This design comes from an exercise in tuning for small area on the open sky130 flow, not from production work. Where RTL was checked, it was by simulation tests only, not by an equivalence proof against the original. Only the layout flow was run in run 4; the RTL was not checked for function there. Power and IR drop assume default switching activity.

**flow/run.sh**
```bash
#!/bin/bash
# The standard layout (standard.sh) with three changes:
#  - synthesis maps the logic with the area-oriented ABC script flow/abc_area.script
#    (a copy of ORFS's scripts folder in which only abc_speed.script is replaced);
#  - the port buffers use the smallest buffer cell;
#  - the clock tree uses clkbuf_8 buffers and no dummy loads.
set -euo pipefail
here=$(pwd)
rm -rf "$here/orfs_scripts"
cp -r "$FLOW_HOME/scripts" "$here/orfs_scripts"
cp "$here/flow/abc_area.script" "$here/orfs_scripts/abc_speed.script"
bash standard.sh "SCRIPTS_DIR=$here/orfs_scripts" synth > synth.log 2>&1
bash standard.sh \
  "BUFFER_PORTS_ARGS=-buffer_cell sky130_fd_sc_hd__buf_1" \
  "CTS_ARGS=-sink_clustering_enable -repair_clock_nets -dont_use_dummy_load -buf_list sky130_fd_sc_hd__clkbuf_8 -root_buf sky130_fd_sc_hd__clkbuf_8" \
  finish > layout.log 2>&1
```
**flow/abc_area.script**
```
strash
&get -n
&fraig -x
&put
scorr
dc2
strash
&get -n
&dch -f
&nf -R 1000
&put
dnsize -c
```
**standard.sh**
```bash
#!/bin/bash
# synth_recipe.tcl (not shown) runs the flow's synth.tcl, then flattens the netlist and writes it again
# the make line also repeats each setting of config.mk as NAME=value (left out here)
make -C /OpenROAD-flow-scripts/flow DESIGN_CONFIG=/design/flow/config.mk WORK_HOME=/design/flow/orfs CLKGATE_MAP_FILE= SYNTH_SCRIPT=/design/flow/synth_recipe.tcl "${@:-finish}"
```
**config.mk**
```make
export PLATFORM = sky130hd
export DESIGN_NAME = sent_tx
export DESIGN_NICKNAME = sent_tx
export VERILOG_FILES = /design/flow/design.v
export SDC_FILE = /design/flow/constraint.sdc
export NUM_CORES = 4
export LEC_CHECK = 0
export CAP_MARGIN = 0
export CORE_MARGIN = 2
export CORE_UTILIZATION = 60
export GPL_ROUTABILITY_DRIVEN = 0
export GPL_TIMING_DRIVEN = 0
export SLEW_MARGIN = 0
```
**constraint.sdc**
```tcl
create_clock -name core_clock -period 10.0 [get_ports {clk}]
set_input_delay 2.0000 -clock core_clock [delete_from_list [all_inputs] [get_ports {clk}]]
set_output_delay 2.0000 -clock core_clock [all_outputs]
set_load 0.01 [all_outputs]
```
**design.v**
```verilog
module sent_tx(
	input clk,
	input reset,
	input enable,
	input channel_format,  
	input optional_pause,
	input config_bit,
	input [3:0] id_4bit,
	input [7:0] id_8bit,
	input [11:0] data_12bit,
	input [15:0] data_16bit,
	input [7:0] data_short,
	input [2:0] fast_format,
	input [15:0] data_f1,
	input [11:0] data_f2,
	output reg data_pulse,
	output busy
	);
	localparam IDLE = 2'd0;
	localparam SYNC = 2'd1;
	localparam NIB = 2'd2;
	localparam PAUSE = 2'd3;
	function [3:0] crc4_t;
		input [3:0] v;
		integer i;
		begin
			crc4_t = v;
			for (i = 0; i < 4; i = i + 1)
				crc4_t = {crc4_t[2:0], 1'b0} ^ (crc4_t[3] ? 4'b1101 : 4'b0000);
		end
	endfunction
	reg [1:0] tcnt;
	reg ticks;
	always @(posedge clk or posedge reset) begin
		if (reset) begin
			tcnt <= 0;
			ticks <= 0;
		end
		else begin
			tcnt <= tcnt + 1'b1;
			ticks <= (tcnt == 2'd3);
		end
	end
	reg [1:0] state;
	reg pulse_done;
	reg [8:0] fcnt;        
	reg [3:0] pcnt;        
	reg [3:0] nib;         
	reg [2:0] rem;         
	reg [4:0] frame;
	reg ser_fmt;
	reg [7:0] secure_count;
	reg [3:0] crc_fast;
	reg [23:0] fdata;
	reg [11:0] s2;         
	reg [11:0] b3;         
	reg [5:0] crc_ser;     
	assign busy = (state != IDLE);
	wire last = ser_fmt ? (frame == 5'd17) : (frame == 5'd15);
	wire crc_phase = ser_fmt ? (frame < 5'd6) : (frame >= 5'd12);
	wire frame_end = pulse_done && ((state == NIB && rem == 3'd0 && !optional_pause) || state == PAUSE);
	wire frame_start = (state == IDLE && enable) || (frame_end && !last);
	always @(posedge clk or posedge reset) begin
		if (reset) begin
			data_pulse <= 1'b1;
		end
		else if (ticks) begin
			data_pulse <= (state == IDLE) || (pcnt >= 4'd5);
		end
	end
	wire pend = (state == SYNC) ? (fcnt == 9'b101110010) :
		    (state == NIB) ? (pcnt == 4'd11) :
		    (fcnt == 9'b101110111);
	wire nibdec = state == NIB && pcnt == 4'd5 && nib != 4'd0;
	always @(posedge clk) begin
		pulse_done <= ticks && (state != IDLE) && pend;
		if (state == IDLE) pcnt <= 0;
		else if (ticks) begin
			fcnt <= {fcnt[7:0], fcnt[8] ^ fcnt[4]};
			if (pend) pcnt <= 0;
			else if (pcnt != 4'd15 && !nibdec) pcnt <= pcnt + 1'b1;
		end
		if (ticks && nibdec)
			nib <= nib - 1'b1;
		if (frame_start) fcnt <= 9'd1;
		if (state == SYNC && pulse_done)
			nib <= {ser_fmt ? (crc_phase | b3[11]) : (frame == 5'd0),
				crc_phase ? crc_ser[5] : s2[11], 2'b00};
		if (state == NIB && pulse_done && rem != 3'd0)
			nib <= (rem == 3'd1) ? crc_fast : fdata[23:20];
	end
	always @(posedge clk or posedge reset) begin
		if (reset) begin
			state <= IDLE;
			secure_count <= 0;
		end
		else begin
			if (frame_start && fast_format == 3'd3) secure_count <= secure_count + 1'b1;
			case (state)
				IDLE: if (enable) state <= SYNC;
				SYNC: if (pulse_done) state <= NIB;
				NIB: if (pulse_done && rem == 3'd0) begin
					if (optional_pause) state <= PAUSE;
					else if (last) state <= IDLE;
					else begin
						state <= SYNC;
					end
				end
				PAUSE: if (pulse_done) begin
					if (last) state <= IDLE;
					else state <= SYNC;
				end
			endcase
		end
	end
	always @(posedge clk) begin
		if (state == IDLE) begin
			frame <= 0;
			ser_fmt <= channel_format;
		end
		else if (frame_start) frame <= frame + 1'b1;
	end
	always @(posedge clk) begin
		if (frame_start) begin
			crc_fast <= crc4_t(4'b0101);
			case (fast_format)
				3'd1: rem <= 3'd4;
				3'd2: rem <= 3'd5;
				default: rem <= 3'd7;
			endcase
			case (fast_format)
				3'd1: fdata <= {data_f1[11:0], 12'b0};
				3'd2: fdata <= {1'b0, data_f1[11:9], 1'b0, data_f1[8:6], 1'b0, data_f1[5:3], 1'b0, data_f1[2:0], 8'b0};
				3'd3: fdata <= {data_f1[11:0], secure_count, ~data_f1[11:8]};
				3'd4: fdata <= {data_f1[11:0], 12'b0};
				3'd5: fdata <= {data_f1[13:0], data_f2[1:0], data_f2[5:2], data_f2[9:6]};
				3'd6: fdata <= {data_f1[15:0], data_f2[3:0], data_f2[7:4]};
				default: fdata <= {data_f1[11:0], data_f2[3:0], data_f2[7:4], data_f2[11:8]};
			endcase
		end
		else if (state == NIB && pulse_done && rem != 3'd0) begin
			rem <= rem - 1'b1;
			if (rem != 3'd1) begin
				crc_fast <= crc4_t(crc_fast ^ fdata[23:20]);
				fdata <= {fdata[19:0], 4'b0};
			end
		end
	end
	wire calc = ticks && state == SYNC && frame == 5'd0 && pcnt < 4'd12;
	wire [5:0] c6a = {crc_ser[4:0], 1'b0} ^ ((crc_ser[5] ^ s2[11]) ? 6'b011001 : 6'b0);
	wire [5:0] c6b = {c6a[4:0], 1'b0} ^ ((c6a[5] ^ b3[11]) ? 6'b011001 : 6'b0);
	wire [3:0] c4 = {crc_ser[4:2], 1'b0} ^ ((crc_ser[5] ^ s2[11]) ? 4'b1101 : 4'b0);
	always @(posedge clk) begin
		if (state == IDLE && enable) begin
			crc_ser <= channel_format ? 6'b111011 : 6'b001111;
			s2 <= !channel_format ? {id_4bit, data_short} : config_bit ? data_16bit[11:0] : data_12bit;
			b3 <= config_bit ? {1'b0, 1'b1, id_4bit, 1'b0, data_16bit[15:12], 1'b0}
					 : {1'b0, 1'b0, id_8bit[7:4], 1'b0, id_8bit[3:0], 1'b0};
		end
		else if (calc) begin
			s2 <= {s2[10:0], s2[11]};
			b3 <= {b3[10:0], b3[11]};
			crc_ser <= ser_fmt ? c6b : {c4, crc_ser[1:0]};
		end
		else if (state == SYNC && pulse_done) begin
			if (crc_phase) crc_ser <= {crc_ser[4:0], 1'b0};
			else begin
				s2 <= {s2[10:0], s2[11]};
				b3 <= {b3[10:0], b3[11]};
			end
		end
	end
endmodule
```
==> reports/metrics.sh, run 1 <==
OUTCOME='finished clean'
GRT_PASS1_VIAS=4065
RSZ0062_AT_GRT='false'
POST_SYNTH_FA_HA_MAJ_AREA_FRACTION_PCT=3.87
CTS_RESIZED=0
DP_HPWL_UM=7990
DR.FIRST_ITER.DRC_COUNT=350
WIRE_LENGTH_OF_THE_FIRST_GLOBAL_ROUTING_PASS_UM=18500
PLACEMENT.IO_BUFFERS=86
POST_CTS_BUFFERS=0
DRIVE_ABOVE_1_SHARE_PCT=2.44
TIMING_MAX_TRANSITION_VIOLATIONS_FINAL=0
ANTENNA_VIOLATING_NETS_POST_ROUTE=0
DRV_CAP=0
CP-END-KIND='register'
SYNTH_TOP_FLOP_CELL='edfxtp_1'
CLK_PIN_SLEW_NS=0.10
SYNTHESIS.INSTANCES=517
GRT_ANTENNA_BEFORE_REPAIR=0
TIMING.FMAX_MHz=210
REG2REG_DEPTH=7
MULTI_INPUT_COMB_AREA_UM2=2440
AREA_OF_THE_MAPPED_NETLIST_UM2=5180
FINAL_MIN_PERIOD_OVER_CLOCK_PERIOD_PCT=47.7
TIMING.HOLD.WORST.START='tcnt[0]'
SYNTH_TOP_CELLS_BY_AREA='edfxtp_1, dfxtp_1, dfrtp_1'
FINALSETUPVIOLCOUNT=0
HOLD_PATH_DEPTH=1
ROUTE.DETAILED.WL_PER_INST_UM=15.5
R2R_SLACK_NS=5.92
HP-CLASS='reg2reg'
CLOCK_TREE_FROM_TRITONCTS='yes'
IR_DROP_WORST_VDD_uV=169
COREAREA_UM2=8300
NETLIST.AREA_LEADER.SHARE_PCT=36.0
WORSTREG2REGEND='fdata[8]'
MAX_SLEW.WORST_PIN.SLEW_NS=1.20
CTS_BUFFERS=9
TIMING.MAX_SLEW.REL_SLACK_PCT=19.7
SYNTH.FF_LATCH_COUNT=99
YOSYSWARNINGS=1
GLOBALROUTEOVERFLOWTOTAL=0
MOSTFREQUENTLAYOUTCELL='buf_1'
YOSYSUNIQUECELLTYPES=40
SETUP.WORST_PATH.START_CLASS='primary input'
REG2REG_LAUNCH_POINT='state[0]'
DRTPASS1ITERATIONS=6
DIE_H_UM=96.9
YOSYSSEQAREASHARE_PCT=51.7
POST_SYNTH_MUX_AREA_SHARE_PCT=4.09
POWER.DENSITY_CELL_AREA_nW_PER_UM2=222
DIEAREA_UM2=9390
REMAINING_DRC_ERRORS=0
CTS-HTREE-LEVELS=3
NUM-NETS-FINAL=717
SYNTH_EDF_COUNT=62
GRT_USE_TOTAL_PCT=23.8
CLOCK-ROOT-BUFFER='clkbuf_8'
CLKSINKCOUNT=99
SYNTH_COMPOUND_GATE_AREA_SHARE_PCT=18.8
ARRIVAL_NS=4.56
HOLD_VIOL_FINAL=0
SOURCE_TO_SINK_CLOCK_DELAY_AT_THE_LATER_PIN_OF_THE_WORST_SKEW_PAIR_NS=0.36
WORST_SETUP_PATH_CATEGORY='in2reg'
YOSYS.AREA.TOP_TYPE='edfxtp_1'
AREA_GROWTH_SYN_TO_LAYOUT_PCT=12.2
POST_DRT_VIA_CELL_RATIO=5.97
STATIC-LEAKAGE-POWER_nW=2.09
ANTENNADIODECOUNT=0
START_UTIL_PCT=62.4
FF_LATCH_AREA_UM2=2670
SYN-MEAN-INSTANCE-AREA_UM2=10.0
DIE_WIDTH_UM=96.9
WORST_CLOCK_SKEW_NS=0.0336
MAIN_COMBINATIONAL_CELL_FAMILY_BY_AREA_AFTER_SYNTHESIS='compound AO/OA/AOI/OAI gates'
SYNTHSIMPLEGATEAREAFRAC_PCT=15.2
FINAL_CELL_MIX='buf_1, nand2_1, edfxtp_1, nor2_1, o21ai_0'
NUM_VIAS=4291
LARGEST_NET_DEGREE_AT_THE_START_OF_GLOBAL_ROUTING=44
FINAL.MIN_CLOCK_PERIOD_NS=4.77
TIMING.CRITICAL_PATH.FANOUT_MAX=43
NETS_IN_THE_SYNTHESIZED_NETLIST=618
TIMING.HOLD.WORST_ENDPOINT='tcnt[0]'
YOSYS.AREA_SHARE.XOR_XNOR_PCT=4.91
FILLERINSTANCES=696
STD_CELL_ROWS=33
POSTLAYOUTCOREUTIL_PCT=70.0
FINAL.SETUP.TNS_NS=0
IO_PINS=87
DRT-TOTAL-WL_UM=11100
CTS.HOLD.BUFFERS_ADDED=0
CLOCK_TREE.BUFFER_DEPTH=2
CRIT_REQUIRED_NS=9.79
YS_ASYNC_SR_FRACTION_PCT=14.1
## where the power goes
part | total (mW) | internal (mW) | leakage, nW | switching [mW]
Sequential | 0.660 | 0.590 | 0.935 | 0.0695
Clock | 0.204 | 0.0812 | 0.0647 | 0.123
Combinational | 0.426 | 0.170 | 1.09 | 0.255
## worst max-delay path: stages
cell      delay (ns)
buf_1           0.09
nand2_1         0.87
o21ai_4         0.31
buf_12          0.28
nor2_1          0.20
clkinv_1        0.79
## synth_stat cells, drive strengths merged, types with 2 or more instances
cell type	count
nand2	70
edfxtp	62
nor2	61
o21ai	39
a21oi	36
dfxtp	23
a22oi	22
clkinv	21
mux2i	20
xnor2	20
a31oi	18
ha	16
a222oi	14
dfrtp	13
nor3	11
nand3	9
xor2	9
and2	7
nor2b	7
a221o	4
nand2b	4
a21o	3
and3	3
nand4	3
a22o	2
nor3b	2
o211ai	2
o22ai	2
o32a	2
o32ai	2
## layer usage
layer / track usage, % / part of all wire, % / vias up
li1: - / - / 2124
met5: 0 / 0 / -
met4: 6.07 / 0.77 / 0
met1: 33.5 / 44 / 2005
met2: 38.2 / 49 / 153
met3: 4.77 / 6.5 / 9
## stage by stage
step                      area [um2]  worst slack [ns]  hold WS (ns)  instances  power (mW)
final                           5810              5.23         0.453        719        1.29
after global routing            5810              4.84         0.485        719        1.38
after CTS                       5800              5.22         0.462        719        1.29
after detailed placement        5680              4.87         0.445        710        1.09
after global placement          5630              1.90         0.441        708        1.07
after floorplan                 5180              3.77         0.427        517       0.966
## kinds of logic (layout without fill, tap and decap cells)
kind of cell	count (synthesis)	in the layout
multiplexers	21	21
buffers and inverters	21	118
AND/OR/NAND/NOR	181	181
AO/OA/AOI/OAI	150	150
adder cells (fa/ha/maj)	16	16
flip-flops	99	99
XOR/XNOR	29	29
## state kept, by name, summed over array words and instances, names as in the netlist, 2 cells and up
name,flops
b3,12
crc_fast,4
crc_ser,6
fcnt,9
fdata,24
frame,5
nib,4
pcnt,4
rem,3
s2,12
secure_count,8
state,2
tcnt,2
## final cells by class
class,count,area share [%]
Sequential cell,99,46.1
Inverter,21,1.36
Tap cell,105,2.26
Timing Repair Buffer,88,6.19
Clock buffer,9,2.13
Multi-Input combinational cell,397,42.0
## worst max-delay path by stage
stage                        start          end  slack (ns)  cells after the start
CTS                         enable    fdata[10]        5.22                      6
global placement    optional_pause     fdata[1]        1.90                      6
global route                enable  crc_fast[1]        4.84                      8
detailed placement          enable     fdata[3]        4.87                      6
floorplan           optional_pause     fdata[0]        3.77                      5
finish                      enable     fdata[8]        5.23                      6
==> inputs of run 2 (changes only) <==
--- a/flow/run.sh
+++ b/flow/run.sh
@@ -13,4 +13,4 @@
 bash standard.sh \
   "BUFFER_PORTS_ARGS=-buffer_cell sky130_fd_sc_hd__buf_1" \
-  "CTS_ARGS=-sink_clustering_enable -repair_clock_nets -dont_use_dummy_load -buf_list sky130_fd_sc_hd__clkbuf_8 -root_buf sky130_fd_sc_hd__clkbuf_8" \
+  "CTS_ARGS=-sink_clustering_enable -repair_clock_nets -dont_use_dummy_load -buf_list sky130_fd_sc_hd__clkbuf_8 -root_buf sky130_fd_sc_hd__clkbuf_8 -sink_clustering_size 25 -sink_clustering_max_diameter 80" \
   finish > layout.log 2>&1
--- a/config.mk
+++ b/config.mk
@@ -6,8 +6,6 @@
 export NUM_CORES = 4
 export LEC_CHECK = 0
-export CAP_MARGIN = 0
+export CAP_MARGIN = 20
 export CORE_MARGIN = 2
 export CORE_UTILIZATION = 60
-export GPL_ROUTABILITY_DRIVEN = 0
-export GPL_TIMING_DRIVEN = 0
-export SLEW_MARGIN = 0
+export SLEW_MARGIN = 20
==> run 2 against run 1 <==
Net effect:
- clock power hardly changed
- via count is 1.1% higher
- final area up 0.37%
- first-iteration DRC count fell by 18%
- non-clock buffer count rose by 4
- largest cell class unchanged
- highest routed layer unchanged
==> reports/metrics.sh, run 2 <==
OUTCOME='finished clean'
SYNTH_TOP_CELLS_BY_AREA='edfxtp_1, dfxtp_1, dfrtp_1'
NUM_VIAS=4338
SOURCE_TO_SINK_CLOCK_DELAY_AT_THE_LATER_PIN_OF_THE_WORST_SKEW_PAIR_NS=0.36
DIE_WIDTH_UM=96.9
POSTLAYOUTCOREUTIL_PCT=70.2
CLOCK_TREE.BUFFER_DEPTH=2
LARGEST_REG_FLOPS=24
DRTPASS1ITERATIONS=5
REMAINING_DRC_ERRORS=0
CTS.HOLD.BUFFERS_ADDED=0
RSZ0062_AT_GRT='false'
HOLD_VIOL_FINAL=0
YOSYSSEQAREASHARE_PCT=51.7
POST_DRT_VIA_CELL_RATIO=6.00
ROUTE.DETAILED.WL_PER_INST_UM=15.3
WIRE_LENGTH_OF_THE_FIRST_GLOBAL_ROUTING_PASS_UM=18500
CLK_PIN_SLEW_NS=0.10
WORSTREG2REGEND='fdata[6]'
ANTENNADIODECOUNT=0
HOLD_PATH_DEPTH=2
LARGEST-REGISTER='fdata'
FF_LATCH_AREA_UM2=2670
TIMING.CRITICAL_PATH.FANOUT_MAX=54
DR.MAX_LAYER_USED='met4'
MAX_SLEW.WORST_PIN.SLEW_NS=0.933
TIMING.FMAX_MHz=241
SETUP.WORST_PATH.START_CLASS='primary input'
FINAL_CELL_AREA_UM2=5830
SYNTH_EDF_COUNT=62
YS_ASYNC_SR_FRACTION_PCT=14.1
CTS-HTREE-LEVELS=3
GLOBALROUTEOVERFLOWTOTAL=0
FINAL_CELL_MIX='buf_1, nand2_1, edfxtp_1, nor2_1, o21ai_0'
GRT_USE_TOTAL_PCT=23.7
SYN-MEAN-INSTANCE-AREA_UM2=10.0
YOSYSMOSTFREQUENTCELL='nand2_1'
DR.FIRST_ITER.DRC_COUNT=288
MOSTFREQUENTLAYOUTCELL='buf_1'
YOSYS.AREA.TOP_TYPE='edfxtp_1'
PLACEMENT.IO_BUFFERS=86
POST_CTS_BUFFERS=0
STATIC-LEAKAGE-POWER_nW=2.11
R2R_SLACK_NS=6.59
CLOCK_TREE_FROM_TRITONCTS='yes'
CRITPATHLAUNCH='optional_pause'
REG2REG_LAUNCH_POINT='state[0]'
CTS_RESIZED=0
SYNTHESIS.INSTANCES=517
NETS_IN_THE_SYNTHESIZED_NETLIST=618
LARGEST_NET_DEGREE_AT_THE_START_OF_GLOBAL_ROUTING=55
HP-CLASS='reg2reg'
AREA_OF_THE_MAPPED_NETLIST_UM2=5180
CLKSINKCOUNT=99
COREAREA_UM2=8300
REG2REG_DEPTH=9
ANTENNA_VIOLATING_NETS_POST_ROUTE=0
IR_DROP_WORST_VDD_uV=160
NUM-NETS-FINAL=721
IO_PINS=87
MET1_LENGTH_UM=4970
POWER.DENSITY_CELL_AREA_nW_PER_UM2=220
AREA_GROWTH_SYN_TO_LAYOUT_PCT=12.6
DRV_CAP=0
TIMING.MAX_SLEW.REL_SLACK_PCT=37.6
REG.LARGEST.LIST='fdata x24, b3 x12, s2 x12'
WORST_SETUP_PATH_CATEGORY='in2reg'
DP_HPWL_UM=8130
FINAL.SETUP.TNS_NS=0
FINAL.MIN_CLOCK_PERIOD_NS=4.14
NETLIST_TOP_CELLS_COUNT='nand2_1, edfxtp_1, nor2_1, o21ai_0, a21oi_1'
ARRIVAL_NS=3.95
DPL_CELL_AREA_UM2=5680
FILLERINSTANCES=682
P_TOTAL_mW=1.28
CP-END-KIND='register'
CTS_BUFFERS=9
NETLIST.AREA_LEADER.SHARE_PCT=36.0
TIMING_MAX_TRANSITION_VIOLATIONS_FINAL=0
GRT_ANTENNA_BEFORE_REPAIR=0
YOSYSUNIQUECELLTYPES=40
DRT-TOTAL-WL_UM=11100
STD_CELL_ROWS=33
YOSYSWARNINGS=1
WORSTSETUPENDPOINT='fdata[6]'
MET2ROUTEDLENGTH_UM=5300
MET3WIRELENGTH_UM=646
DIEAREA_UM2=9390
DRIVE_ABOVE_1_SHARE_PCT=3.07
ROUTABILITYCONGESTION=0.904
CLOCK-ROOT-BUFFER='clkbuf_8'
GRT_PASS1_VIAS=3998
FINALSETUPVIOLCOUNT=0
MULTI_INPUT_COMB_AREA_UM2=2450
SYNTH.FF_LATCH_COUNT=99
START_UTIL_PCT=62.4
FINAL_MIN_PERIOD_OVER_CLOCK_PERIOD_PCT=41.4
CRIT_REQUIRED_NS=9.81
WORST_CLOCK_SKEW_NS=0.0280
DIE_H_UM=96.9
SYNTH_TOP_FLOP_CELL='edfxtp_1'
## run 2: cell counts after synthesis
No cell type changed its count.
## run 2: cell families (layout without fill, tap and decap cells)
| logic type | Yosys count | count (layout) | share of synthesized area [%] |
|---|---|---|---|
| AND/OR/NAND/NOR | 181 | 181 | 15.2 |
| XOR/XNOR | 29 | 29 | 4.91 |
| buffers and inverters | 21 | 122 | 1.52 |
| multiplexers | 21 | 21 | 4.09 |
| flip-flops | 99 | 99 | 51.7 |
| AO/OA/AOI/OAI | 150 | 150 | 18.8 |
| adder cells (fa/ha/maj) | 16 | 16 | 3.87 |
## run 2: where the power goes
group	switching (mW)	internal, mW	total [mW]
registers	0.0694	0.591	0.660
clock network	0.120	0.0810	0.201
logic	0.251	0.168	0.419
total	0.440	0.840	1.28
## run 2: layout make-up
class	instances	share of cell area [%]
Sequential cell	99	45.9
Multi-Input combinational cell	397	42.1
Timing Repair Buffer	92	6.31
Tap cell	105	2.25
Clock buffer	9	2.13
Inverter	21	1.35
## run 2: how the worst min path moves through the flow
stage / startpoint / endpoint / slack, ns
2_1_floorplan: tcnt[0] / tcnt[0] / 0.43
3_3_place_gp: tcnt[0] / tcnt[0] / 0.44
3_5_place_dp: tcnt[0] / tcnt[0] / 0.45
4_1_cts: fcnt[5] / fcnt[6] / 0.46
5_1_grt: tcnt[0] / tcnt[0] / 0.48
6_report: fcnt[5] / fcnt[6] / 0.45
## run 2: per-stage QoR
stage	hold WS, ns	worst slack [ns]	instances
floorplan	0.427	3.77	517
global placement	0.440	5.56	713
detailed placement	0.452	5.51	713
CTS	0.459	5.86	722
global route	0.484	5.61	723
finish	0.452	5.86	723
## run 2: per-layer routing
metal	up-vias	track usage, %
met4	0	7.26
li1	2140	-
met2	140	39.0
met1	2039	32.8
met5	-	0
met3	19	3.32
## run 2: critical path, cell delays in order
cell	delay, ns
buf_1	0.11
nor3_1	0.06
o21ai_0	0.39
o21ai_4	0.06
buf_4	0.29
nor2_1	0.25
clkinv_1	0.75
==> inputs of run 3 (changes only) <==
--- a/flow/run.sh
+++ b/flow/run.sh
@@ -13,4 +13,4 @@
 bash standard.sh \
   "BUFFER_PORTS_ARGS=-buffer_cell sky130_fd_sc_hd__buf_1" \
-  "CTS_ARGS=-sink_clustering_enable -repair_clock_nets -dont_use_dummy_load -buf_list sky130_fd_sc_hd__clkbuf_8 -root_buf sky130_fd_sc_hd__clkbuf_8 -sink_clustering_size 25 -sink_clustering_max_diameter 80" \
+  "CTS_ARGS=-sink_clustering_enable -repair_clock_nets -dont_use_dummy_load -buf_list sky130_fd_sc_hd__clkbuf_16 -root_buf sky130_fd_sc_hd__clkbuf_8 -sink_clustering_size 40 -sink_clustering_max_diameter 100" \
   finish > layout.log 2>&1
==> run 3 against run 2 <==
Net effect:
- combinational power hardly changed
- worst hold slack stayed put
- clock-buffer cell count stayed put
- global-route usage stayed put
- non-clock buffer count stayed put
- largest cell class unchanged
- largest power group unchanged
==> reports/metrics.sh, run 3 <==
ANTENNA_VIOLATING_NETS_POST_ROUTE=0
HOLD_VIOL_FINAL=0
POWER.DENSITY_CELL_AREA_nW_PER_UM2=220
DIEAREA_UM2=9390
SETUP_SLACK_NS=5.86
DRIVE_ABOVE_1_SHARE_PCT=3.07
NETLIST.AREA_LEADER.SHARE_PCT=36.0
RSZ0062_AT_GRT='false'
IO_PINS=87
USE_MET2_PCT=39.0
SETUP.WORST_PATH.START_CLASS='primary input'
FINALSETUPVIOLCOUNT=0
SYNTH_EDF_COUNT=62
LARGEST_NET_DEGREE_AT_THE_START_OF_GLOBAL_ROUTING=55
CLOCK_TREE.BUFFER_DEPTH=2
GRT.BUSIEST_LAYER='met2'
YOSYSUNIQUECELLTYPES=40
MAX_SLEW.WORST_PIN.SLEW_NS=0.933
P_TOTAL_mW=1.28
SYNTH_TOP_FLOP_CELL='edfxtp_1'
STD_CELL_ROWS=33
LARGEST_REG_FLOPS=24
LARGEST-REGISTER='fdata'
NUM-NETS-FINAL=721
TIMING.MAX_SLEW.REL_SLACK_PCT=37.6
HP-CLASS='reg2reg'
POSTLAYOUTCOREUTIL_PCT=70.2
MOSTFREQUENTLAYOUTCELL='buf_1'
TIMING.HOLD.WORST.START='fcnt[5]'
AREA_GROWTH_SYN_TO_LAYOUT_PCT=12.6
SYNTH.FF_LATCH_COUNT=99
REG.LARGEST.LIST='fdata x24, b3 x12, s2 x12'
MET3_USAGE_GRT_PCT=3.32
YOSYS.AREA.TOP_TYPE='edfxtp_1'
ANTENNADIODECOUNT=0
SYN-MEAN-INSTANCE-AREA_UM2=10.0
GRT_PASS1_VIAS=3998
NETLIST_TOP_CELLS_COUNT='nand2_1, edfxtp_1, nor2_1, o21ai_0, a21oi_1'
CLKSINKCOUNT=99
SYNTH_TOP_CELLS_BY_AREA='edfxtp_1, dfxtp_1, dfrtp_1'
POST_CTS_BUFFERS=0
POST_DRT_VIA_CELL_RATIO=6.00
YS_ASYNC_SR_FRACTION_PCT=14.1
TIMING.FMAX_MHz=241
REG2REG_LAUNCH_POINT='state[0]'
YOSYSWARNINGS=1
DIE_H_UM=96.9
DIE_WIDTH_UM=96.9
CTS_RESIZED=0
DPL_WORST_SLACK_NS=5.51
REMAINING_DRC_ERRORS=0
ARRIVAL_NS=3.95
PLACEMENT.IO_BUFFERS=86
FINAL.SETUP.TNS_NS=0
DPL_CELL_AREA_UM2=5680
FINAL-INSTANCE-COUNT-EXCL-FILL=723
CLOCK-ROOT-BUFFER='clkbuf_8'
CTS.HOLD.BUFFERS_ADDED=0
WORST_SETUP_PATH_CATEGORY='in2reg'
SOURCE_TO_SINK_CLOCK_DELAY_AT_THE_LATER_PIN_OF_THE_WORST_SKEW_PAIR_NS=0.36
NETS_IN_THE_SYNTHESIZED_NETLIST=618
CTS-HTREE-LEVELS=3
CTS_BUFFERS=9
COREAREA_UM2=8300
IR_DROP_WORST_VDD_uV=160
DR.FIRST_ITER.DRC_COUNT=288
DP_HPWL_UM=8130
PLACED_CELLS=713
ROUTE.DETAILED.WL_PER_INST_UM=15.3
AREA_OF_THE_MAPPED_NETLIST_UM2=5180
STATIC-LEAKAGE-POWER_nW=2.11
OUTCOME='finished clean'
CLK_PIN_SLEW_NS=0.10
TIMING_MAX_TRANSITION_VIOLATIONS_FINAL=0
GLOBALROUTEOVERFLOWTOTAL=0
CLOCK_TREE_FROM_TRITONCTS='yes'
CRIT_REQUIRED_NS=9.81
HOLD_WS_NS=0.452
CP-END-KIND='register'
GRT_USE_TOTAL_PCT=23.7
DRV_CAP=0
ROUTABILITYCONGESTION=0.904
CRITPATHLAUNCH='optional_pause'
TIMING.CRITICAL_PATH.FANOUT_MAX=54
YOSYSMOSTFREQUENTCELL='nand2_1'
FINAL_CELL_MIX='buf_1, nand2_1, edfxtp_1, nor2_1, o21ai_0'
NUM_VIAS=4338
FINAL_CELL_AREA_UM2=5830
ROUTING_USAGE_ON_MET1_PCT=32.8
FILLERINSTANCES=682
SYNTHESIS.INSTANCES=517
GRT_ANTENNA_BEFORE_REPAIR=0
WIRE_LENGTH_OF_THE_FIRST_GLOBAL_ROUTING_PASS_UM=18500
WORST_CLOCK_SKEW_NS=0.0280
DRTPASS1ITERATIONS=5
START_UTIL_PCT=62.4
FINAL_MIN_PERIOD_OVER_CLOCK_PERIOD_PCT=41.4
DRT-TOTAL-WL_UM=11100
YOSYSSEQAREASHARE_PCT=51.7
FINAL.MIN_CLOCK_PERIOD_NS=4.14
-- run 3: cell type report --
cell class | instances | area [um2] | share of cell area, %
sequential | 99 | 2670 | 45.9
timing repair buffer | 92 | 368 | 6.31
inverter | 21 | 78.8 | 1.35
clock buffer | 9 | 124 | 2.13
tap | 105 | 131 | 2.25
multi-input combinational | 397 | 2450 | 42.1
-- run 3: critical path, cell delays in order --
cell and delay, ns:
buf_1 0.11, nor3_1 0.06, o21ai_0 0.39, o21ai_4 0.06, buf_4 0.29, nor2_1 0.25
clkinv_1 0.75
-- run 3: worst paths after layout --
| path | to | slack [ns] | depth (start not counted) |
|---|---|---|---|
| hold / removal | fcnt[6] | 0.45 | 2 |
| hold reg to reg | fcnt[6] | 0.45 | 2 |
| min in group asynchronous | secure_count[2] | 1.57 | 2 |
| max in group asynchronous | data_pulse | 8.12 | 2 |
| setup / recovery | fdata[6] | 5.86 | 7 |
| setup reg to reg | fdata[6] | 6.59 | 9 |
-- run 3: cell families after synthesis --
logic type,synth area share (%)
compound gates,18.8
xor+xnor,4.91
fa+ha+maj,3.87
buf+inv,1.52
flops,51.7
mux,4.09
simple gates,15.2
-- run 3: power breakdown --
| group | internal [mW] | leakage (nW) | switching [mW] |
|---|---|---|---|
| Clock | 0.0810 | 0.0647 | 0.120 |
| Sequential | 0.591 | 0.935 | 0.0694 |
| Combinational | 0.168 | 1.11 | 0.251 |
| Total | 0.840 | 2.11 | 0.440 |
-- run 3: metal layers --
layer	up-vias	part of all wire (%)	routed length [um]
met4	0	1.6	172
met2	140	48	5300
met3	19	5.8	646
li1	2140	-	-
met5	-	0	0
met1	2039	45	4970
==> inputs of run 4 (changes only) <==
--- a/design.v
+++ b/design.v
@@ -53,4 +53,5 @@
 	reg [3:0] crc_fast;
 	reg [23:0] fdata;
+	reg st;                
 	reg [11:0] s2;         
 	reg [11:0] b3;         
@@ -121,7 +122,8 @@
 		else if (frame_start) frame <= frame + 1'b1;
 	end
+	wire cfb = crc_fast[3] ^ fdata[23];
 	always @(posedge clk) begin
 		if (frame_start) begin
-			crc_fast <= crc4_t(4'b0101);
+			crc_fast <= 4'b0011;   
 			case (fast_format)
 				3'd1: rem <= 3'd4;
@@ -139,11 +141,12 @@
 			endcase
 		end
-		else if (state == NIB && pulse_done && rem != 3'd0) begin
-			rem <= rem - 1'b1;
-			if (rem != 3'd1) begin
-				crc_fast <= crc4_t(crc_fast ^ fdata[23:20]);
-				fdata <= {fdata[19:0], 4'b0};
+		else begin
+			if (state == NIB && pulse_done && rem != 3'd0) rem <= rem - 1'b1;
+			if (ticks && state == NIB && !st && pcnt < 4'd4) begin
+				crc_fast <= {crc_fast[2] ^ cfb, crc_fast[1] ^ cfb, crc_fast[0], cfb};
+				fdata <= {fdata[22:0], 1'b0};
 			end
 		end
+		if (pulse_done) st <= (state == SYNC);
 	end
 	wire calc = ticks && state == SYNC && frame == 5'd0 && pcnt < 4'd12;
--- a/flow/run.sh
+++ b/flow/run.sh
@@ -13,4 +13,4 @@
 bash standard.sh \
   "BUFFER_PORTS_ARGS=-buffer_cell sky130_fd_sc_hd__buf_1" \
-  "CTS_ARGS=-sink_clustering_enable -repair_clock_nets -dont_use_dummy_load -buf_list sky130_fd_sc_hd__clkbuf_16 -root_buf sky130_fd_sc_hd__clkbuf_8 -sink_clustering_size 40 -sink_clustering_max_diameter 100" \
+  "CTS_ARGS=-sink_clustering_enable -repair_clock_nets -dont_use_dummy_load -buf_list sky130_fd_sc_hd__clkbuf_8 -root_buf sky130_fd_sc_hd__clkbuf_8" \
   finish > layout.log 2>&1
==> run 4 against run 3 <==
Net effect:
- final cell count is 3.6% lower
- clock-buffer cell count stayed put
- largest power group unchanged
- utilization is 0.24 points lower
- non-clock buffer count is 2 lower
- setup slack better by 0.088 ns
- power is 0.77% higher
- area after synthesis is 0.29% lower
- critical endpoint is now fdata[19]
==> reports/metrics.sh, run 4 <==
OUTCOME='finished clean'
SETUP.WORST_PATH.START_CLASS='primary input'
CTS.HOLD.BUFFERS_ADDED=0
PLACEMENT.IO_BUFFERS=86
STATIC-LEAKAGE-POWER_nW=2.10
IO_PINS=87
YS_ASYNC_SR_FRACTION_PCT=14.0
TIMING_MAX_TRANSITION_VIOLATIONS_FINAL=0
HOLD_PATH_DEPTH=1
DPL_WORST_SLACK_NS=5.71
MOSTFREQUENTLAYOUTCELL='buf_1'
WORST_CLOCK_SKEW_NS=0.0363
SYN-MEAN-INSTANCE-AREA_UM2=10.5
LARGEST_REG_FLOPS=24
STD_CELL_ROWS=33
DRIVE_ABOVE_1_SHARE_PCT=2.53
WORSTREG2REGEND='s2[4]'
DRV_CAP=0
DIE_H_UM=96.7
SYNTH_TOP_FLOP_CELL='edfxtp_1'
YOSYS.AREA.TOP_TYPE='edfxtp_1'
SYNTH.FF_LATCH_COUNT=100
NETS_IN_THE_SYNTHESIZED_NETLIST=594
TIMING.HOLD.WORST.START='tcnt[0]'
RSZ0062_AT_GRT='false'
CLOCK_TREE_FROM_TRITONCTS='yes'
ROUTE.DETAILED.WL_PER_INST_UM=16.6
POWER.DENSITY_CELL_AREA_nW_PER_UM2=223
DIEAREA_UM2=9360
YOSYSUNIQUECELLTYPES=44
FINAL_MIN_PERIOD_OVER_CLOCK_PERIOD_PCT=40.6
NETLIST.AREA_LEADER.SHARE_PCT=36.7
TIMING.HOLD.WORST_ENDPOINT='tcnt[0]'
CLOCK_TREE.BUFFER_DEPTH=2
DRTPASS1ITERATIONS=6
DR.FIRST_ITER.DRC_COUNT=335
FINAL_CELL_MIX='buf_1, nand2_1, edfxtp_1, nor2_1, o21ai_0'
CTS-HTREE-LEVELS=3
REG2REG_DEPTH=6
LARGEST_NET_DEGREE_AT_THE_START_OF_GLOBAL_ROUTING=52
DPL_CELL_AREA_UM2=5650
WORST_SETUP_PATH_CATEGORY='in2reg'
CP-END-KIND='register'
SYNTH_EDF_COUNT=63
SOURCE_TO_SINK_CLOCK_DELAY_AT_THE_LATER_PIN_OF_THE_WORST_SKEW_PAIR_NS=0.37
TIMING.FMAX_MHz=247
CLKSINKCOUNT=100
SYNTH_TOP_CELLS_BY_AREA='edfxtp_1, dfxtp_1, dfrtp_1'
REMAINING_DRC_ERRORS=0
YOSYSSEQAREASHARE_PCT=52.4
GLOBALROUTEOVERFLOWTOTAL=0
CRIT_REQUIRED_NS=10.10
AREA_OF_THE_MAPPED_NETLIST_UM2=5160
TIMING.MAX_SLEW.REL_SLACK_PCT=27.3
ANTENNA_VIOLATING_NETS_POST_ROUTE=0
DIE_WIDTH_UM=96.7
MAX_SLEW.WORST_PIN.SLEW_NS=1.09
LARGEST-REGISTER='fdata'
CTS_BUFFERS=9
ANTENNADIODECOUNT=0
YOSYSMOSTFREQUENTCELL='nand2_1'
GRT_ANTENNA_BEFORE_REPAIR=0
CTS_RESIZED=0
ROUTABILITYCONGESTION=0.898
FILLERINSTANCES=640
REG2REG_LAUNCH_POINT='state[0]'
NETLIST_TOP_CELLS_COUNT='nand2_1, edfxtp_1, nor2_1, o21ai_0, mux2i_1'
FINAL.SETUP.TNS_NS=0
START_UTIL_PCT=62.5
IR_DROP_WORST_VDD_uV=134
ARRIVAL_NS=4.15
GRT_PASS1_VIAS=4080
NUM-NETS-FINAL=695
COREAREA_UM2=8260
SETUP_SLACK_NS=5.94
NUM_VIAS=4230
DRT-TOTAL-WL_UM=11600
YOSYSWARNINGS=1
POST_CTS_BUFFERS=0
GRT_USE_TOTAL_PCT=24.8
REG.LARGEST.LIST='fdata x24, b3 x12, s2 x12'
CLK_PIN_SLEW_NS=0.11
TIMING.CRITICAL_PATH.FANOUT_MAX=23
AREA_GROWTH_SYN_TO_LAYOUT_PCT=12.0
POST_DRT_VIA_CELL_RATIO=6.07
FINALSETUPVIOLCOUNT=0
HP-CLASS='reg2reg'
DP_HPWL_UM=8320
FINAL.MIN_CLOCK_PERIOD_NS=4.06
HOLD_VIOL_FINAL=0
CLOCK-ROOT-BUFFER='clkbuf_8'
WIRE_LENGTH_OF_THE_FIRST_GLOBAL_ROUTING_PASS_UM=19200
SYNTHESIS.INSTANCES=493
R2R_SLACK_NS=6.91
FINAL_CELL_AREA_UM2=5780
run 4: worst max-delay path by stage:
stage / from / end / slack (ns) / depth (start not counted)
detailed placement: fast_format[2] / fdata[19] / 5.71 / 6
CTS: fast_format[2] / fdata[19] / 6.07 / 6
floorplan: optional_pause / frame[4] / 5.57 / 7
global route: fast_format[2] / fdata[19] / 5.82 / 6
finish: fast_format[2] / fdata[19] / 5.94 / 6
global placement: fast_format[2] / fdata[19] / 5.81 / 6
run 4: logic make-up (layout without fill, tap and decap cells):
logic type | count (synthesis) | count (layout) | share of synthesized area, %
xor+xnor | 25 | 25 | 4.24
mux | 27 | 27 | 5.28
buf+inv | 18 | 117 | 1.31
compound gates | 143 | 143 | 18.7
flops | 100 | 100 | 52.4
simple gates | 164 | 164 | 14.2
fa+ha+maj | 16 | 16 | 3.88
run 4: per-stage QoR:
stage	total power, mW	instances	util [%]	hold slack (ns)
2_1_floorplan	0.965	493	-	0.427
3_3_place_gp	1.07	687	68.3	0.442
3_5_place_dp	1.09	687	68.4	0.447
6_report	1.29	697	70.0	0.462
4_1_cts	1.29	696	69.9	0.465
5_1_grt	1.37	697	70.0	0.471
run 4: power breakdown:
group / switching, mW / internal (mW) / total (mW)
registers: 0.0777 / 0.610 / 0.687
clock network: 0.124 / 0.0811 / 0.206
logic: 0.238 / 0.159 / 0.397
run 4: area by class of cell:
class	instances	area, um2	share of cell area (%)
Timing Repair Buffer	90	350	6.06
Sequential cell	100	2700	46.8
Inverter	18	67.6	1.17
Clock buffer	9	124	2.14
Multi-Input combinational cell	375	2400	41.6
Tap cell	105	131	2.27
run 4: critical path: stages:
cell	delay (ns)
buf_1	0.15
nor2b_1	0.18
and2_0	0.87
nor2_1	0.42
a222oi_1	0.41
o21ai_0	0.12
run 4: per-layer routing:
layer / up-vias / wire length, um / track usage (%) / part of all wire (%)
met5: - / 0 / 0 / 0
met4: 0 / 174 / 6.93 / 1.5
met3: 19 / 707 / 5.35 / 6.1
met2: 154 / 5440 / 39.6 / 47
met1: 1980 / 5260 / 34.7 / 45
li1: 2077 / - / - / -
==> inputs of run 5 (changes only) <==
--- a/design.v
+++ b/design.v
@@ -59,5 +59,4 @@
 	assign busy = (state != IDLE);
 	wire last = ser_fmt ? (frame == 5'd17) : (frame == 5'd15);
-	wire crc_phase = ser_fmt ? (frame < 5'd6) : (frame >= 5'd12);
 	wire frame_end = pulse_done && ((state == NIB && rem == 3'd0 && !optional_pause) || state == PAUSE);
 	wire frame_start = (state == IDLE && enable) || (frame_end && !last);
@@ -86,6 +85,6 @@
 		if (frame_start) fcnt <= 9'd1;
 		if (state == SYNC && pulse_done)
-			nib <= {ser_fmt ? (crc_phase | b3[11]) : (frame == 5'd0),
-				crc_phase ? crc_ser[5] : s2[11], 2'b00};
+			nib <= {ser_fmt ? (frame < 5'd6 || b3[11]) : (frame == 5'd0),
+				ser_fmt ? crc_ser[5] : s2[11], 2'b00};
 		if (state == NIB && pulse_done && rem != 3'd0)
 			nib <= (rem == 3'd1) ? crc_fast : fdata[23:20];
@@ -167,9 +166,7 @@
 		end
 		else if (state == SYNC && pulse_done) begin
-			if (crc_phase) crc_ser <= {crc_ser[4:0], 1'b0};
-			else begin
-				s2 <= {s2[10:0], s2[11]};
-				b3 <= {b3[10:0], b3[11]};
-			end
+			s2 <= {s2[10:0], crc_ser[5]};
+			crc_ser <= {crc_ser[4:0], s2[11]};
+			if (frame >= 5'd6) b3 <= {b3[10:0], b3[11]};
 		end
 	end
==> flow/abc_area.script (replaced) <==
strash
&get -n
&fraig -x
&put
scorr
dc2
strash
&get -n
&deepsyn -T 60
&dch -f
&nf -R 1000
&put
dnsize -c
--- a/config.mk
+++ b/config.mk
@@ -6,6 +6,6 @@
 export NUM_CORES = 4
 export LEC_CHECK = 0
-export CAP_MARGIN = 20
+export CAP_MARGIN = 0
 export CORE_MARGIN = 2
-export CORE_UTILIZATION = 60
-export SLEW_MARGIN = 20
+export CORE_UTILIZATION = 70
+export SLEW_MARGIN = 0
==> run 5 against run 4 <==
Net effect:
- final area fell by 3.6%
- routed wire length rose by 2.0%
- register-to-register slack got worse by 0.95 ns
- area after synthesis fell by 3.7%
- flip-flop and latch count did not move
- worst hold slack got worse by 0.0053 ns
- clock power fell by 2%
==> reports/metrics.sh, run 5 <==
POSTLAYOUTCOREUTIL_PCT=81.5
REG2REG_DEPTH=11
WORST_CLOCK_SKEW_NS=0.0222
FINAL.MIN_CLOCK_PERIOD_NS=4.86
POST_CTS_BUFFERS=0
FINAL_CELL_MIX='buf_1, edfxtp_1, nand2_1, nor2_1, clkinv_1'
ARRIVAL_NS=5.06
YOSYSWARNINGS=1
DP_HPWL_UM=8340
PLACEMENT.IO_BUFFERS=86
FINAL_CELL_AREA_UM2=5570
TIMING.FMAX_MHz=206
FILLERINSTANCES=447
R2R_SLACK_NS=5.96
RSZ0062_AT_GRT='false'
DRIVE_ABOVE_1_SHARE_PCT=2.66
SYNTH_TOP_CELLS_BY_AREA='edfxtp_1, dfxtp_1, dfrtp_1'
CTS.HOLD.BUFFERS_ADDED=0
NUM-NETS-FINAL=667
FINAL.SETUP.TNS_NS=0
ROUTABILITYCONGESTION=0.861
MOSTFREQUENTLAYOUTCELL='buf_1'
NETLIST_TOP_CELLS_COUNT='edfxtp_1, nand2_1, nor2_1, clkinv_1, a222oi_1'
WORSTREG2REGEND='fdata[3]'
FINAL_MIN_PERIOD_OVER_CLOCK_PERIOD_PCT=48.6
SYN-MEAN-INSTANCE-AREA_UM2=10.7
DRV_CAP=0
YOSYSMOSTFREQUENTCELL='edfxtp_1'
YOSYSSEQAREASHARE_PCT=54.4
POST_DRT_VIA_CELL_RATIO=6.50
CTS_BUFFERS=9
CLKSINKCOUNT=100
TIMING_MAX_TRANSITION_VIOLATIONS_FINAL=0
NETLIST.AREA_LEADER.SHARE_PCT=38.1
DIE_H_UM=88.3
REG2REG_LAUNCH_POINT='state[0]'
YOSYSUNIQUECELLTYPES=42
PLACED_CELLS=650
SYNTH_TOP_FLOP_CELL='edfxtp_1'
MAX_SLEW.WORST_PIN.SLEW_NS=1.15
ANTENNA_VIOLATING_NETS_POST_ROUTE=0
LARGEST_NET_DEGREE_AT_THE_START_OF_GLOBAL_ROUTING=35
HP-CLASS='reg2reg'
GRT_ANTENNA_BEFORE_REPAIR=0
COREAREA_UM2=6830
FINALSETUPVIOLCOUNT=0
P_TOTAL_mW=1.31
GRT_USE_TOTAL_PCT=31.2
DIEAREA_UM2=7790
OUTCOME='finished clean'
STD_CELL_ROWS=30
DR.FIRST_ITER.DRC_COUNT=619
AREA_OF_THE_MAPPED_NETLIST_UM2=4970
CLOCK-ROOT-BUFFER='clkbuf_8'
START_UTIL_PCT=72.8
CP-END-KIND='register'
GLOBALROUTEOVERFLOWTOTAL=0
NETS_IN_THE_SYNTHESIZED_NETLIST=566
SYNTHESIS.INSTANCES=464
ROUTE.DETAILED.WL_PER_INST_UM=17.9
FINAL-INSTANCE-COUNT-EXCL-FILL=659
POWER.DENSITY_CELL_AREA_nW_PER_UM2=236
YOSYS.AREA.TOP_TYPE='edfxtp_1'
DRT-TOTAL-WL_UM=11800
YS_ASYNC_SR_FRACTION_PCT=14.0
SYNTH_EDF_COUNT=63
REMAINING_DRC_ERRORS=0
NUM_VIAS=4285
SETUP.WORST_PATH.START_CLASS='primary input'
CLK_PIN_SLEW_NS=0.09
DRTPASS1ITERATIONS=6
STATIC-LEAKAGE-POWER_nW=1.96
CLOCK_TREE_FROM_TRITONCTS='yes'
SOURCE_TO_SINK_CLOCK_DELAY_AT_THE_LATER_PIN_OF_THE_WORST_SKEW_PAIR_NS=0.37
GRT_PASS1_VIAS=4088
CLOCK_TREE.BUFFER_DEPTH=2
CRIT_REQUIRED_NS=10.20
DIE_WIDTH_UM=88.3
DPL_CELL_AREA_UM2=5450
LARGEST-REGISTER='fdata'
SYNTH.FF_LATCH_COUNT=100
CTS_RESIZED=0
TIMING.MAX_SLEW.REL_SLACK_PCT=23.5
TIMING.CRITICAL_PATH.FANOUT_MAX=34
ANTENNADIODECOUNT=0
AREA_GROWTH_SYN_TO_LAYOUT_PCT=12.1
TIMING.HOLD.WORST_ENDPOINT='tcnt[0]'
WIRE_LENGTH_OF_THE_FIRST_GLOBAL_ROUTING_PASS_UM=18700
IO_PINS=87
HOLD_PATH_DEPTH=1
HOLD_VIOL_FINAL=0
LARGEST_REG_FLOPS=24
REG.LARGEST.LIST='fdata x24, b3 x12, s2 x12'
CTS-HTREE-LEVELS=3
TIMING.HOLD.WORST.START='tcnt[0]'
IR_DROP_WORST_VDD_uV=150
WORST_SETUP_PATH_CATEGORY='in2reg'
-- run 5: worst max path at each step --
stage	startpoint	to
after floorplan	optional_pause	fdata[1]
after global placement	optional_pause	fdata[3]
after detailed placement	optional_pause	fdata[1]
after CTS	optional_pause	fdata[3]
after global routing	optional_pause	fdata[3]
final	optional_pause	fdata[3]
-- run 5: routing by layer --
layer / up-vias / global-route usage [%] / wire, um
met5: - / 0 / 0
met4: 0 / 10.7 / 251
met3: 31 / 5.60 / 952
met2: 226 / 52.1 / 5880
met1: 2024 / 41.5 / 4730
li1: 2004 / - / -
-- run 5: cell type report --
type,instances,area [um2],share of cell area (%)
tap,96,120,2.16
clock buffer,9,124,2.22
multi-input combinational,333,2150,38.7
inverter,31,116,2.09
timing repair buffer,90,353,6.33
sequential,100,2700,48.5
-- run 5: kinds of logic after synthesis --
group / synth area share, %
DFF: 54.4
and+or+nand+nor: 14.7
AOI/OAI and AO/OA: 20.0
muxes: 0.831
buffers and inverters: 2.34
adders and majority gates: 4.28
xor gates and xnor gates: 3.52
-- run 5: through the flow --
step	setup WS (ns)	hold slack [ns]
global placement	5.14	0.440
finish	5.14	0.457
detailed placement	4.88	0.447
CTS	5.23	0.459
global route	4.78	0.469
floorplan	5.14	0.427
-- run 5: report_power, final --
part / total [mW] / switching [mW] / internal, mW
sequential: 0.704 / 0.0824 / 0.622
combinational: 0.407 / 0.234 / 0.173
clock: 0.201 / 0.120 / 0.0810
total: 1.31 / 0.437 / 0.876
-- run 5: worst max-delay path, stage by stage --
cell and delay, ns:
buf_1 0.08, nor3b_1 0.25, o21ai_0 0.12, nor3_1 0.72
nor2_2 0.03, buf_4 0.26, nor2_1 0.29, and2_0 0.86
a222oi_1 0.28, o211ai_1 0.15
==> inputs of run 6 (changes only) <==
--- a/config.mk
+++ b/config.mk
@@ -8,4 +8,4 @@
 export CAP_MARGIN = 0
 export CORE_MARGIN = 2
-export CORE_UTILIZATION = 70
+export CORE_UTILIZATION = 60
 export SLEW_MARGIN = 0
==> run 6 against run 5 <==
Net effect:
- flip-flop and latch count stayed put
- largest cell class unchanged
- sequential share of layout area hardly changed
- worst hold slack worse by 0.0014 ns
- fmax is 0.24% higher
- combinational power is 1% lower
- still clean
- area after synthesis stayed put
- setup slack better by 0.012 ns
- sequential power hardly changed
- first-iteration DRC count is 38% lower
- synthesized cell count stayed put
==> reports/metrics.sh, run 6 <==
FINAL.MIN_CLOCK_PERIOD_NS=4.85
USE_MET2_PCT=45.2
CTS_RESIZED=0
DPL_WORST_SLACK_NS=4.89
CTS.HOLD.BUFFERS_ADDED=0
TIMING_MAX_TRANSITION_VIOLATIONS_FINAL=0
YOSYSWARNINGS=1
HOLD_VIOL_FINAL=0
POWER.CLOCK.FRACTION_PCT=15.4
SYNTH.FF_LATCH_COUNT=100
ANTENNADIODECOUNT=0
ROUTING_USAGE_ON_MET1_PCT=35.3
SETUP_SLACK_NS=5.15
CTS_BUFFERS=9
STD_CELL_ROWS=33
LARGEST_REG_FLOPS=24
GLOBALROUTEOVERFLOWTOTAL=0
CLKSINKCOUNT=100
YS_ASYNC_SR_FRACTION_PCT=14.0
NETLIST.AREA_LEADER.SHARE_PCT=38.1
HP-CLASS='reg2reg'
NUM-NETS-FINAL=666
ARRIVAL_NS=5.02
AREA_GROWTH_SYN_TO_LAYOUT_PCT=12.1
MASTER_OF_THE_SLOWEST_INSTANCE_ON_THE_CRITICAL_PATH='and2_0'
SOURCE_TO_SINK_CLOCK_DELAY_AT_THE_LATER_PIN_OF_THE_WORST_SKEW_PAIR_NS=0.36
CP-END-KIND='register'
YOSYS.AREA.TOP_TYPE='edfxtp_1'
SW_FRAC_OF_TOTAL_PCT=33.2
FILLERINSTANCES=681
DRTPASS1ITERATIONS=6
DIE_WIDTH_UM=95.0
CTS-HTREE-LEVELS=3
MET3_USAGE_GRT_PCT=3.40
POWER.DENSITY_CELL_AREA_nW_PER_UM2=235
REMAINING_DRC_ERRORS=0
POSTLAYOUTCOREUTIL_PCT=68.5
MAX_SLEW.WORST_PIN.SLEW_NS=1.20
DIEAREA_UM2=9030
CP.BUFFERS_INVERTERS=2
CPLARGESTDELAYFAMILY='simple AND/OR/NAND/NOR gates'
POWER.COMBINATIONAL.FRACTION_PCT=30.8
POST_CTS_BUFFERS=0
DRIVE_ABOVE_1_SHARE_PCT=2.49
WORST_SETUP_PATH_CATEGORY='in2reg'
DRT-TOTAL-WL_UM=11700
RSZ0062_AT_GRT='false'
WIRE_LENGTH_OF_THE_FIRST_GLOBAL_ROUTING_PASS_UM=18600
STATIC-LEAKAGE-POWER_nW=1.95
OUTCOME='finished clean'
FINALSETUPVIOLCOUNT=0
YOSYSMOSTFREQUENTCELL='edfxtp_1'
IR_DROP_WORST_VDD_uV=110
FINAL.SETUP.TNS_NS=0
GRT.BUSIEST_LAYER='met2'
NETS_IN_THE_SYNTHESIZED_NETLIST=566
PATH_DEPTH=10
CELLINTERNALPOWER_mW=0.875
CRIT_REQUIRED_NS=10.18
YOSYS.AREA_SHARE.XOR_XNOR_PCT=3.52
NETSWITCHINGPOWER_mW=0.434
NUM_VIAS=4205
FINAL_MIN_PERIOD_OVER_CLOCK_PERIOD_PCT=48.5
MAIN_COMBINATIONAL_CELL_FAMILY_BY_AREA_AFTER_SYNTHESIS='compound AO/OA/AOI/OAI gates'
SYNTHSIMPLEGATEAREAFRAC_PCT=14.7
POWER_FRAC_SEQ_PCT=53.8
ROUTABILITYCONGESTION=0.871
POST_SYNTH_FA_HA_MAJ_AREA_FRACTION_PCT=4.28
ANTENNA_VIOLATING_NETS_POST_ROUTE=0
CLOCK-ROOT-BUFFER='clkbuf_8'
TIMING.CRITICAL_PATH.FANOUT_MAX=34
SYNTH_TOP_FLOP_CELL='edfxtp_1'
CLOCK_TREE_FROM_TRITONCTS='yes'
TIMING.MAX_SLEW.REL_SLACK_PCT=20.2
SYNTHESIS.INSTANCES=464
POST_DRT_VIA_CELL_RATIO=6.30
SYN-MEAN-INSTANCE-AREA_UM2=10.7
REG2REG_DEPTH=11
LARGEST_NET_DEGREE_AT_THE_START_OF_GLOBAL_ROUTING=35
GRT_ANTENNA_BEFORE_REPAIR=0
MOSTFREQUENTLAYOUTCELL='buf_1'
CLK_PIN_SLEW_NS=0.09
GRT_PASS1_VIAS=3986
SETUP.WORST_PATH.START_CLASS='primary input'
WORST_CLOCK_SKEW_NS=0.0254
LARGEST-REGISTER='fdata'
IO_PINS=87
REG.LARGEST.LIST='fdata x24, b3 x12, s2 x12'
YOSYSUNIQUECELLTYPES=42
NETLIST_TOP_CELLS_COUNT='edfxtp_1, nand2_1, nor2_1, clkinv_1, a222oi_1'
SYNTH_TOP_CELLS_BY_AREA='edfxtp_1, dfxtp_1, dfrtp_1'
PLACEMENT.IO_BUFFERS=86
POST_SYNTH_MUX_AREA_SHARE_PCT=0.831
SYNTH_COMPOUND_GATE_AREA_SHARE_PCT=20.0
AREA_OF_THE_MAPPED_NETLIST_UM2=4970
DIE_H_UM=95.0
PATH_CELLS='buf_1, nor3b_1, o21ai_0, nor3_1, nor2_2, buf_4, nor2_1, and2_0, a222oi_1, o211ai_1'
FINAL_CELL_MIX='buf_1, edfxtp_1, nand2_1, nor2_1, clkinv_1'
CLOCK_TREE.BUFFER_DEPTH=2
HOLD_PATH_DEPTH=1
CRITICAL-PATH-MAX-STAGE-DELAY_NS=0.88
TIMING.FMAX_MHz=206
DRV_CAP=0
YOSYSSEQAREASHARE_PCT=54.4
START_UTIL_PCT=61.1
SYNTH_EDF_COUNT=63
COREAREA_UM2=8130
GRT_USE_TOTAL_PCT=26.6
DP_HPWL_UM=8280
DR.FIRST_ITER.DRC_COUNT=384
HOLD_WS_NS=0.455
ROUTE.DETAILED.WL_PER_INST_UM=17.5
==> run 6: power by group through the flow <==
| stage | Sequential, mW | Clock (mW) | Combinational, mW |
|---|---|---|---|
| after floorplan | 0.684 | 0 | 0.300 |
| after global routing | 0.718 | 0.219 | 0.458 |
| after CTS | 0.704 | 0.207 | 0.404 |
| after global placement | 0.706 | 0 | 0.385 |
| after detailed placement | 0.712 | 0 | 0.401 |
| final | 0.705 | 0.202 | 0.403 |
==> run 6: logic make-up after synthesis <==
logic type               count (synthesis)
AO/OA/AOI/OAI                          138
AND/OR/NAND/NOR                        154
flip-flops                             100
multiplexers                             4
buffers and inverters                   31
XOR/XNOR                                20
adder cells (fa/ha/maj)                 17
==> run 6: layout make-up <==
| type | instances | area, um2 | area share, % |
|---|---|---|---|
| clock buffers | 9 | 124 | 2.22 |
| inverters | 31 | 116 | 2.09 |
| multi-input cells | 333 | 2150 | 38.6 |
| flip-flops and latches | 100 | 2700 | 48.5 |
| well taps | 105 | 131 | 2.36 |
| repair buffers | 89 | 345 | 6.20 |
==> run 6: path summary, 6_finish.rpt <==
path / startpoint / to / slack (ns)
worst min register to register: tcnt[0] / tcnt[0] / 0.46
worst max-delay path: optional_pause / fdata[1] / 5.15
worst min-delay path: tcnt[0] / tcnt[0] / 0.46
worst max register to register: state[0] / fdata[1] / 5.93
min in group asynchronous: reset / state[0] / 1.56
max in group asynchronous: reset / data_pulse / 8.14
==> run 6: layer usage <==
| layer | part of all wire (%) | routed length, um |
|---|---|---|
| met5 | 0 | 0 |
| met4 | 1.6 | 189 |
| met3 | 6.6 | 766 |
| met2 | 50 | 5820 |
| met1 | 42 | 4880 |
==> run 6: through the flow <==
stage	total power, mW	cells	instance area [um2]
final	1.31	667	5570
after floorplan	0.984	464	4970
after global routing	1.39	667	5570
after detailed placement	1.11	658	5450
after global placement	1.09	658	5450
after CTS	1.31	667	5570
==> inputs of run 7 (changes only) <==
--- a/flow/run.sh
+++ b/flow/run.sh
@@ -13,4 +13,4 @@
 bash standard.sh \
   "BUFFER_PORTS_ARGS=-buffer_cell sky130_fd_sc_hd__buf_1" \
-  "CTS_ARGS=-sink_clustering_enable -repair_clock_nets -dont_use_dummy_load -buf_list sky130_fd_sc_hd__clkbuf_8 -root_buf sky130_fd_sc_hd__clkbuf_8" \
+  "CTS_ARGS=-sink_clustering_enable -repair_clock_nets -dont_use_dummy_load -buf_list sky130_fd_sc_hd__clkbuf_16 -root_buf sky130_fd_sc_hd__clkbuf_8 -sink_buffer_max_cap_derate 1.0 -sink_clustering_size 50" \
   finish > layout.log 2>&1
==> run 7 against run 6 <==
Net effect:
- still clean on timing, DRC and antenna
- routed wire length is the same
- clock-buffer cell count did not move
- worst hold slack is the same
- register-to-register slack is essentially flat
- sequential share of layout area did not move
- via count is the same
- sequential power about the same
- setup slack is the same
- power stayed put
- die area stayed put
- flip-flop and latch count unchanged
- largest cell class unchanged
- highest routed layer unchanged
==> reports/metrics.sh, run 7 <==
SYNTH_TOP_FLOP_CELL='edfxtp_1'
FINAL.MIN_CLOCK_PERIOD_NS=4.85
WORST_SETUP_PATH_CATEGORY='in2reg'
SOURCE_TO_SINK_CLOCK_DELAY_AT_THE_LATER_PIN_OF_THE_WORST_SKEW_PAIR_NS=0.36
POST_SYNTH_FA_HA_MAJ_AREA_FRACTION_PCT=4.28
HP-CLASS='reg2reg'
WIRE_LENGTH_OF_THE_FIRST_GLOBAL_ROUTING_PASS_UM=18600
DIE_WIDTH_UM=95.0
REMAINING_DRC_ERRORS=0
YOSYS.AREA_SHARE.XOR_XNOR_PCT=3.52
YOSYSMOSTFREQUENTCELL='edfxtp_1'
POSTLAYOUTCOREUTIL_PCT=68.5
ROUTE.DETAILED.WL_PER_INST_UM=17.5
SYNTH.FF_LATCH_COUNT=100
SETUP.WORST_PATH.START_CLASS='primary input'
NETLIST_TOP_CELLS_COUNT='edfxtp_1, nand2_1, nor2_1, clkinv_1, a222oi_1'
CLK_PIN_SLEW_NS=0.09
POWER.COMBINATIONAL.FRACTION_PCT=30.8
CP-END-KIND='register'
POST_CTS_BUFFERS=0
FINAL_CELL_MIX='buf_1, edfxtp_1, nand2_1, nor2_1, clkinv_1'
YOSYS.AREA.TOP_TYPE='edfxtp_1'
PLACEMENT.IO_BUFFERS=86
OUTCOME='finished clean'
DIE_H_UM=95.0
CLKSINKCOUNT=100
GRT_USE_TOTAL_PCT=26.6
CTS.HOLD.BUFFERS_ADDED=0
ANTENNA_VIOLATING_NETS_POST_ROUTE=0
STD_CELL_ROWS=33
DP_HPWL_UM=8280
YOSYSSEQAREASHARE_PCT=54.4
DR.FIRST_ITER.DRC_COUNT=384
SYNTH_COMPOUND_GATE_AREA_SHARE_PCT=20.0
FINAL_MIN_PERIOD_OVER_CLOCK_PERIOD_PCT=48.5
CLOCK_TREE.BUFFER_DEPTH=2
FILLERINSTANCES=681
SYNTHESIS.INSTANCES=464
DRV_CAP=0
COREAREA_UM2=8130
REG2REG_DEPTH=11
CTS_BUFFERS=9
MULTI_INPUT_COMB_AREA_UM2=2150
AREA_OF_THE_MAPPED_NETLIST_UM2=4970
LARGEST-REGISTER='fdata'
IO_PINS=87
CTS-HTREE-LEVELS=3
NETS_IN_THE_SYNTHESIZED_NETLIST=566
ARRIVAL_NS=5.02
DRT-TOTAL-WL_UM=11700
CTS_RESIZED=0
POST_SYNTH_MUX_AREA_SHARE_PCT=0.831
MAIN_COMBINATIONAL_CELL_FAMILY_BY_AREA_AFTER_SYNTHESIS='compound AO/OA/AOI/OAI gates'
NUM-NETS-FINAL=666
MOSTFREQUENTLAYOUTCELL='buf_1'
CELLINTERNALPOWER_mW=0.875
SYN-MEAN-INSTANCE-AREA_UM2=10.7
TIMING.MAX_SLEW.REL_SLACK_PCT=20.2
NUM_VIAS=4205
STATIC-LEAKAGE-POWER_nW=1.95
FINAL.SETUP.TNS_NS=0
DRTPASS1ITERATIONS=6
GLOBALROUTEOVERFLOWTOTAL=0
ROUTABILITYCONGESTION=0.871
HOLD_VIOL_FINAL=0
FF_LATCH_AREA_UM2=2700
ANTENNADIODECOUNT=0
CRIT_REQUIRED_NS=10.18
GRT_ANTENNA_BEFORE_REPAIR=0
POST_DRT_VIA_CELL_RATIO=6.30
LARGEST_REG_FLOPS=24
MAX_SLEW.WORST_PIN.SLEW_NS=1.20
CLOCK-ROOT-BUFFER='clkbuf_8'
NETSWITCHINGPOWER_mW=0.434
CLOCK_TREE_FROM_TRITONCTS='yes'
POWER_FRAC_SEQ_PCT=53.8
REG.LARGEST.LIST='fdata x24, b3 x12, s2 x12'
HOLD_PATH_DEPTH=1
SYNTHSIMPLEGATEAREAFRAC_PCT=14.7
START_UTIL_PCT=61.1
YOSYSUNIQUECELLTYPES=42
TIMING.FMAX_MHz=206
FINAL-INSTANCE-COUNT-EXCL-FILL=667
PLACED_CELLS=658
SW_FRAC_OF_TOTAL_PCT=33.2
YOSYSWARNINGS=1
TIMING_MAX_TRANSITION_VIOLATIONS_FINAL=0
IR_DROP_WORST_VDD_uV=110
DRIVE_ABOVE_1_SHARE_PCT=2.49
DIEAREA_UM2=9030
GRT_PASS1_VIAS=3986
POWER.DENSITY_CELL_AREA_nW_PER_UM2=235
NETLIST.AREA_LEADER.SHARE_PCT=38.1
FINALSETUPVIOLCOUNT=0
SYNTH_EDF_COUNT=63
LARGEST_NET_DEGREE_AT_THE_START_OF_GLOBAL_ROUTING=35
AREA_GROWTH_SYN_TO_LAYOUT_PCT=12.1
YS_ASYNC_SR_FRACTION_PCT=14.0
RSZ0062_AT_GRT='false'
TIMING.CRITICAL_PATH.FANOUT_MAX=34
POWER.CLOCK.FRACTION_PCT=15.4
WORST_CLOCK_SKEW_NS=0.0254
SYNTH_TOP_CELLS_BY_AREA='edfxtp_1, dfxtp_1, dfrtp_1'
run 7: layout make-up:
type,count,share of cell area [%]
Sequential cell,100,48.5
Multi-Input combinational cell,333,38.6
Timing Repair Buffer,89,6.20
Tap cell,105,2.36
Clock buffer,9,2.22
Inverter,31,2.09
run 7: path summary, 6_finish.rpt:
kind,from,slack (ns),to
max in group asynchronous,reset,8.14,data_pulse
worst max register to register,state[0],5.93,fdata[1]
worst max-delay path,optional_pause,5.15,fdata[1]
worst min-delay path,tcnt[0],0.46,tcnt[0]
min in group asynchronous,reset,1.56,state[0]
worst min register to register,tcnt[0],0.46,tcnt[0]
run 7: kinds of logic (layout without fill, tap and decap cells):
kind of cell	after synthesis	after routing
AO/OA/AOI/OAI	138	138
XOR/XNOR	20	20
adder cells (fa/ha/maj)	17	17
buffers and inverters	31	129
flip-flops	100	100
multiplexers	4	4
AND/OR/NAND/NOR	154	154
run 7: routing by layer:
layer	GRT usage, %	wire length, um	vias to the layer above
met5	0	0	-
met4	9.78	189	0
met3	3.40	766	18
met2	45.2	5820	203
met1	35.3	4880	1977
li1	-	-	2007
run 7: power groups by stage:
stage	combinational, mW	clock (mW)	sequential [mW]
finish	0.403	0.202	0.705
CTS	0.404	0.207	0.704
global placement	0.385	0	0.706
global route	0.458	0.219	0.718
floorplan	0.300	0	0.684
detailed placement	0.401	0	0.712
run 7: stage by stage:
stage | cell area [um2] | hold WS, ns | setup WS, ns | total power, mW
after global placement | 5450 | 0.440 | 4.98 | 1.09
final | 5570 | 0.455 | 5.15 | 1.31
after CTS | 5570 | 0.466 | 5.26 | 1.31
after detailed placement | 5450 | 0.450 | 4.89 | 1.11
after global routing | 5570 | 0.474 | 4.87 | 1.39
after floorplan | 4970 | 0.427 | 5.14 | 0.984
run 7: critical path, cell delays in order:
cell      delay (ns)
buf_1           0.10
nor3b_1         0.20
o21ai_0         0.10
nor3_1          0.74
nor2_2          0.04
buf_4           0.26
nor2_1          0.27
and2_0          0.88
a222oi_1        0.28
o211ai_1        0.14

Re-timed with assumed drivers on the ports (clkbuf_16 on the clock, buf_2 on other inputs), run 7 has 5.160 ns of setup slack against 5.151 ns with ideal ports, and 4.779 ns once port delays also move by the mid clock arrival of 0.382 ns.
